Context: an optimization exercise on an open-source flow, tuned for small area, a short achievable clock period and few clock cycles per item. The choices shown serve that exercise and are no tape-out recipe. Where RTL was checked, it was by simulation tests only, not by an equivalence proof against the original.

==> v6: inputs <==
Design mul_unit, start of the top module:
module mul_unit
(
    input  logic                  clk,
    input  logic                  rst,
    input  logic                  start,
    input  logic [1:0]            mul_type,
    input  logic [31:0]           a,
    input  logic [31:0]           b,
    input  logic [4:0]            arch_reg,
    input  logic [5:0]   phys_reg,
    input  logic [2:0]  rob,
    input  logic                  cdb_mul_ack,
    input  logic                  branch,
    output logic                  cdb_valid,
    output logic [2:0]  cdb_rob,
    output logic [4:0]            cdb_arch_reg,
    output logic [5:0]   cdb_phys_reg,
    output logic [31:0]           cdb_data,
    output logic [31:0]           cdb_ps1_rdata,
    output logic [31:0]           cdb_ps2_rdata,
    output logic                  done
);
    logic [249:0] cdb;
    shift_add_multiplier #(.OPERAND_WIDTH(32)) u_mul (
        .clk            (clk),
        .rst            (rst),
        .start          (start),
        .mul_type       (mul_type),
        .a              (a),
        .b              (b),
        .arch_reg       (arch_reg),
        .phys_reg       (phys_reg),
        .rob            (rob),
        .cdb_mul_ack    (cdb_mul_ack),
        .branch         (branch),
        .mul_cdb_output (cdb),
        .done           (done)
    );
    assign cdb_valid     = cdb[249];
    assign cdb_rob       = cdb[248:246];
    assign cdb_arch_reg  = cdb[245:241];
    assign cdb_phys_reg  = cdb[240:235];
    assign cdb_data      = cdb[234:203];
    assign cdb_ps1_rdata = cdb[202:171];
    assign cdb_ps2_rdata = cdb[170:139];
endmodule
export LEC_CHECK = 0
export CAP_MARGIN = 20
export CORE_MARGIN = 2
export CORE_UTILIZATION = 60
export SETUP_SLACK_MARGIN = 0.65
export SLEW_MARGIN = 20
export SYNTH_HIERARCHICAL = 1
export SYNTH_MINIMUM_KEEP_SIZE = 0
create_clock -name core_clock -period 5.0 [get_ports {clk}]
standard.sh (not shown) runs the stock make flow with config.mk's settings and CLKGATE_MAP_FILE= SYNTH_SCRIPT=/design/flow/synth_recipe.tcl, a recipe that flattens the netlist after the stock synthesis.
==> flow/flow/run.sh <==
#!/bin/bash
# The standard ORFS layout (standard.sh) with two changes:
#  - the port buffers are sky130_fd_sc_hd__buf_1 instead of the cell
#    buffer_ports picks by itself (a slow delay cell);
#  - after the standard synthesis every combinational cell is set to its
#    drive-1 variant; floorplan/placement repair sizes up what timing needs.
set -euo pipefail
export BUFFER_PORTS_ARGS="-buffer_cell sky130_fd_sc_hd__buf_1"
RES=orfs/results/${FLOW_PLATFORM}/mul_unit/base
bash standard.sh synth > synth.log 2>&1
DS_ODB=$RES/1_synth.odb openroad -no_init -exit flow/downsize.tcl > downsize.log 2>&1
touch $RES/1_synth.sdc
bash standard.sh > standard.log 2>&1
==> flow/flow/downsize.tcl <==
# Set every combinational cell of the synthesized netlist to its drive-1
# variant; the resizer's repair steps size up what timing needs.
set odb_file $::env(DS_ODB)
read_db $odb_file
set db [ord::get_db]
set n 0
foreach inst [[ord::get_db_block] getInsts] {
  set m [[$inst getMaster] getName]
  if {[regexp {^(sky130_fd_sc_hd__[a-z0-9]+)_([0-9]+)$} $m -> base drive]} {
    if {$drive <= 1} continue
    if {[regexp {df|dl|sdf|edf|clk|conb|buf} $base]} continue
    set new [$db findMaster ${base}_1]
    if {$new == "NULL" || $new == ""} continue
    $inst swapMaster $new
    incr n
  }
}
puts "downsized $n cells"
write_db $odb_file
==> v29 (differences from v6) <==
--- a/flow/config.mk
+++ b/flow/config.mk
@@ -8,7 +8,7 @@
 export CAP_MARGIN = 20
 export CORE_MARGIN = 2
 export CORE_UTILIZATION = 60
-export SETUP_SLACK_MARGIN = 0.65
+export SETUP_SLACK_MARGIN = 0.9
 export SLEW_MARGIN = 20
 export SYNTH_HIERARCHICAL = 1
 export SYNTH_MINIMUM_KEEP_SIZE = 0
==> results.yml <==
run_status:
  status: "finished clean"
sta:
  finalCritPeriodShare_pct: 84.58
power_and_ir_drop:
  pg_clk_w: 0.00141
  combinationalPowerShare_pct: 68.8
  p_leak_nw: 7.348
grt:
  use_met3_pct: 6.065
finish:
  multi_input_area_share_pct: 63.43
  multi_input_area_sq_mm: 0.01186
setup_path:
  max_stage_delay_ns: 0.60
detailed_routing:
  wl_um: 46460
(the above is from v29)
==> results.yml <==
run_status:
  status: "finished clean"
setup_path:
  max_stage_delay_ns: 0.59
grt:
  use_met3_pct: 5.830
  met1_usage_pct: 45.05
power_and_ir_drop:
  combinationalPowerShare_pct: 68.5
  p_leak_nw: 7.307
  pg_clk_w: 0.00140
finish:
  nClkBuffers: 17
sta:
  finalCritPeriodShare_pct: 85.06
cts:
  postCtsSetupBuffers: 0
detailed_routing:
  wl_um: 46310
(the above is from v6)
No run of this note included a check of the RTL's function; only the layout flow was run.

==> inputs of run a <==
mul_unit, a different RTL version from the one above (not shown whole).
## mul_unit
module mul_unit
(
    input  logic                  clk,
    input  logic                  rst,
    input  logic                  start,
    input  logic [1:0]            mul_type,
    input  logic [31:0]           a,
    input  logic [31:0]           b,
    input  logic [4:0]            arch_reg,
    input  logic [5:0]   phys_reg,
    input  logic [2:0]  rob,
    input  logic                  cdb_mul_ack,
    input  logic                  branch,
    output logic                  cdb_valid,
    output logic [2:0]  cdb_rob,
    output logic [4:0]            cdb_arch_reg,
    output logic [5:0]   cdb_phys_reg,
    output logic [31:0]           cdb_data,
    output logic [31:0]           cdb_ps1_rdata,
    output logic [31:0]           cdb_ps2_rdata,
    output logic                  done
);
clock: 5.0 ns
lec_check: 0
cap_margin: 20
core_margin: 2
core_utilization: 60
cts_buf_list: sky130_fd_sc_hd__clkbuf_4 sky130_fd_sc_hd__clkbuf_8
setup_slack_margin: 0.65
slew_margin: 20
synth_hierarchical: 1
synth_minimum_keep_size: 0
Scripts as last shown in full above: flow/flow/run.sh, flow/flow/downsize.tcl
==> run b (differences from run a) <==
- CTS_BUF_LIST: sky130_fd_sc_hd__clkbuf_4 sky130_fd_sc_hd__clkbuf_8 -> not set
==> impl_metrics.json <==
{
  "outcome": "finished clean",
  "peakVddDrop_v": 0.0004693,
  "firstDrtPassIters": 8,
  "postLayoutCoreUtil_pct": 70.72,
  "fin_nets": 1975,
  "reg2reg_slack_ps": 780,
  "sh_seq_area_pct": 22.65,
  "total_power_mw": 12.60,
  "worst_slack_ps": 777.0,
  "avgRoutedWirePerCell_um": 23.55,
  "path_buf_inv": 0,
  "path_cells": "a22oi_1 > xnor2_1 > fa_1 > fa_1 > fa_1 > fa_2 > fa_1 > fa_2 > fa_1"
}
[end of results for run b]
==> impl_metrics.json <==
{
  "firstDrtPassIters": 9,
  "path_cells": "buf_4 > a22oi_1 > xnor2_1 > fa_1 > fa_1 > fa_1 > fa_1 > fa_1 > ha_1",
  "reg2reg_slack_ps": 770,
  "sh_seq_area_pct": 22.89,
  "yosysWarnings": 7,
  "peakVddDrop_v": 0.0004539,
  "total_power_mw": 12.22,
  "worst_slack_ps": 767.8,
  "met1_usage_pct": 44.92,
  "fin_nets": 1973,
  "avgRoutedWirePerCell_um": 23.50,
  "path_buf_inv": 1,
  "outcome": "finished clean"
}
[end of results for run a]
Testbench counts of run a, summed over its fixed seeds: cycles 7,208, ops 2,400.
Testbench counts of run b, summed over its fixed seeds: cycles 7,208, ops 2,400.

[re-timing with driven ports]
No port has a modelled driver above. Below, the same layouts with a new extraction and two added sets of constraints. Step 1, drivers: a clkbuf_16 drives clk and a buf_2 each remaining input, both assumed. Step 2 adds t to the input delays and takes it off the output delays; t is the mean of the earliest and latest rising clock arrival at the registers after step 1. Input paths then give back, and output paths get back, about the clock's delay inside the block. Slacks: ideal / step 1 / step 2; pairs: ideal / step 1.
| run | shift t [ns] | setup WS [ns] | hold WS [ns] | slew at the worst register clock pin (ns) |
|---|---|---|---|---|
| v6 | 0.498 | 0.747 / 0.693 / 1.120 | 0.579 / 0.579 / 0.579 | 0.08 / 0.08 |
| v29 | 0.500 | 0.771 / 0.719 / 1.070 | 0.579 / 0.579 / 0.579 | 0.08 / 0.08 |
| run a | 0.518 | 0.768 / 0.768 / 0.768 | 0.586 / 0.586 / 0.586 | 0.13 / 0.13 |
| run b | 0.494 | 0.777 / 0.777 / 0.777 | 0.579 / 0.579 / 0.579 | 0.08 / 0.08 |
After both steps setup and hold are still met in every run listed.
